This design comes from an exercise in tuning for small area and a short achievable clock period on the open sky130 flow, not from production work. The RTL was checked by simulation tests, not by an equivalence proof against the original design. Power figures rest on the tool's default switching activity, not on a simulated workload.

==> flow/design.v (excerpt) <==
module TIMER_TOP (
	input  wire        sys_clk,
	input  wire        sys_rst_n,
	input  wire        tim_psel,
	input  wire        tim_write,
	input  wire        tim_penable,
	input  wire [11:0] tim_paddr,
	input  wire [31:0] tim_pwdata,
	output wire [31:0] tim_prdata,
	input  wire [3:0]  tim_pstrb,
	output wire        tim_pready,
	output wire        tim_int,
	input  wire        dbg_mode
);
	reg apb_wait;    
	reg rdy_rd;      
	reg rdy_wr;      
	always @(posedge sys_clk or negedge sys_rst_n) begin
		if (~sys_rst_n) begin
			apb_wait <= 1'b0;
			rdy_rd   <= 1'b0;
			rdy_wr   <= 1'b0;
		end else begin
			apb_wait <= tim_psel & ~tim_penable;
			rdy_rd   <= apb_wait & ~tim_write;
			rdy_wr   <= apb_wait &  tim_write;
		end
	end
	assign tim_pready = rdy_rd | rdy_wr;
	reg sel_tcr, sel_tdr0, sel_tdr1, sel_tcmp0, sel_tcmp1, sel_tier, sel_tisr, sel_thcsr;
	wire addr_hi0 = (tim_paddr[11:5] == 7'd0) & (tim_paddr[1:0] == 2'd0);
	wire [31:0] wdata = tim_pwdata & {{8{tim_pstrb[3]}}, {8{tim_pstrb[2]}}, {8{tim_pstrb[1]}}, {8{tim_pstrb[0]}}};
	wire we_tcr   = rdy_wr & sel_tcr;
	wire we_tdr0  = rdy_wr & sel_tdr0;
	wire we_tdr1  = rdy_wr & sel_tdr1;
	wire we_tcmp0 = rdy_wr & sel_tcmp0;
	wire we_tcmp1 = rdy_wr & sel_tcmp1;
	wire we_tier  = rdy_wr & sel_tier;
	wire we_tisr  = rdy_wr & sel_tisr;
	wire we_thcsr = rdy_wr & sel_thcsr;
	reg       timer_en;
	reg       div_en;
	reg [3:0] div_val;
	wire tcr_same   = {wdata[11:8], wdata[1]} == {div_val, div_en};
	wire tcr_gt8    = wdata[11] & (|wdata[10:8]);
	wire tcr_en_we  = we_tcr & tcr_same;
	wire tcr_div_we = we_tcr & ~wdata[0] & ~timer_en & ~tcr_gt8;
	always @(posedge sys_clk or negedge sys_rst_n) begin
		if (~sys_rst_n) begin
			timer_en <= 1'b0;
		end else if (tcr_en_we) begin
			timer_en <= wdata[0];
		end
	end
	always @(posedge sys_clk or negedge sys_rst_n) begin
		if (~sys_rst_n) begin
			div_en   <= 1'b0;
			div_val  <= 4'd1;
		end else if (tcr_div_we) begin
  ...
==> flow/config.mk <==
export PLATFORM = sky130hd
export DESIGN_NAME = TIMER_TOP
export DESIGN_NICKNAME = TIMER_TOP
export VERILOG_FILES = /design/flow/design.v
export SDC_FILE = /design/flow/constraint.sdc
export NUM_CORES = 4
export LEC_CHECK = 0
export CAP_MARGIN = 20
export CORE_MARGIN = 2
export CORE_UTILIZATION = 40
export SETUP_SLACK_MARGIN = 2.9
export SLEW_MARGIN = 20
==> flow/constraint.sdc <==
create_clock -name core_clock -period 5.5 [get_ports {sys_clk}]
set_input_delay 1.1000 -clock core_clock [delete_from_list [all_inputs] [get_ports {sys_clk}]]
set_output_delay 1.1000 -clock core_clock [all_outputs]
set_load 0.01 [all_outputs]
standard.sh (not shown) runs the stock make flow with config.mk's settings and CLKGATE_MAP_FILE= SYNTH_SCRIPT=/design/flow/synth_recipe.tcl, a recipe that flattens the netlist after the stock synthesis.
==> flow/flow/run.sh <==
#!/bin/bash
set -euo pipefail
WD=$PWD
CLUSTER=$(cat flow/cts_cluster_size 2>/dev/null || echo 30)
export BUFFER_PORTS_ARGS="-buffer_cell sky130_fd_sc_hd__buf_1"
export CTS_ARGS="-sink_clustering_enable -repair_clock_nets -buf_list sky130_fd_sc_hd__clkbuf_8 -dont_use_dummy_load -sink_clustering_size $CLUSTER"
if [[ -f flow/abc.script ]]; then
  rm -rf "$WD/scripts_abc"
  cp -r "$FLOW_HOME/scripts" "$WD/scripts_abc"
  cp flow/abc.script "$WD/scripts_abc/abc_speed.script"
  bash standard.sh "SCRIPTS_DIR=$WD/scripts_abc" synth > synth_flow.log 2>&1
fi
bash standard.sh "BUFFER_PORTS_ARGS=$BUFFER_PORTS_ARGS" "CTS_ARGS=$CTS_ARGS" finish > standard_flow.log 2>&1
==> flow/flow/abc.script <==
&get -n
&st
&dch
&nf
&put
==> flow/flow/cts_cluster_size <==
30
The first run completed without violations.
Next try:
==> flow/flow/run.sh (replaced) <==
#!/bin/bash
set -euo pipefail
export BUFFER_PORTS_ARGS="-buffer_cell sky130_fd_sc_hd__buf_1"
bash standard.sh "BUFFER_PORTS_ARGS=$BUFFER_PORTS_ARGS" finish > standard_flow.log 2>&1
- CTS_BUF_LIST: not set -> sky130_fd_sc_hd__clkbuf_8
- SETUP_SLACK_MARGIN: 2.9 -> 0
removed: flow/flow/abc.script
removed: flow/flow/cts_cluster_size
=>
- The changed run completed without violations
- final cell count is about the same
- combinational power goes up by 50%
- synthesized cell count came out higher by about 6.5%
- die area grows by about 7%
- fmax decreases by about 18%
- critical path depth is higher by 4
- via count goes up by about 2.5%
- core utilization decreases by 2.3 points
Next try:
==> flow/flow/run.sh (replaced) <==
#!/bin/bash
set -euo pipefail
WD=$PWD
export BUFFER_PORTS_ARGS="-buffer_cell sky130_fd_sc_hd__buf_1"
if [[ -f flow/abc.script ]]; then
  rm -rf "$WD/scripts_abc"
  cp -r "$FLOW_HOME/scripts" "$WD/scripts_abc"
  cp flow/abc.script "$WD/scripts_abc/abc_speed.script"
  bash standard.sh "SCRIPTS_DIR=$WD/scripts_abc" synth > synth_flow.log 2>&1
fi
bash standard.sh "BUFFER_PORTS_ARGS=$BUFFER_PORTS_ARGS" finish > standard_flow.log 2>&1
==> flow/flow/abc.script (new file) <==
&get -n
&st
&dch
&nf
&put
- SETUP_SLACK_MARGIN: 0 -> 2.9
Effect: The changed run completed with no timing, DRC or antenna violations; combinational power is lower by 33%; routed wire length is lower by 3.0%; worst setup slack gets better by 550 ps; hold slack gets worse by 64 ps; final area is lower by 1.2%; sequential power is lower by about 3%; global-route usage is higher by 1.3 points.

-- separate check: timing with driven ports --
The results above use ideal ports. As a check the final layouts listed here were re-extracted and re-timed, cells and wires unchanged.
Step 1 sets driving cells, clkbuf_16 on the clock port and buf_2 on the other inputs (assumed; they add their load-dependent delay and slew).
Step 2 also shifts input and output timing later by t, the mid clock arrival at the registers, as if the neighbouring blocks saw the same clock.
a / b / c = ideal ports / drivers / drivers and shift; a / b = the first two.
| run | t (ns) | setup slack, ns | worst hold slack (ns) | worst setup path at the end | cell pins on the clock port's net |
|---|---|---|---|---|---|
| the first run | 0.504 | 2.921 / 2.883 / 2.494 | 0.430 / 0.430 / 0.430 | input to register | 1 |
| the second run | 0.521 | 2.368 / 2.388 / 1.867 | 0.491 / 0.491 / 0.491 | input to register | 1 |
| the third run | 0.514 | 2.921 / 2.883 / 2.420 | 0.427 / 0.427 / 0.427 | input to register | 1 |
After both steps every run listed still meets setup and hold.
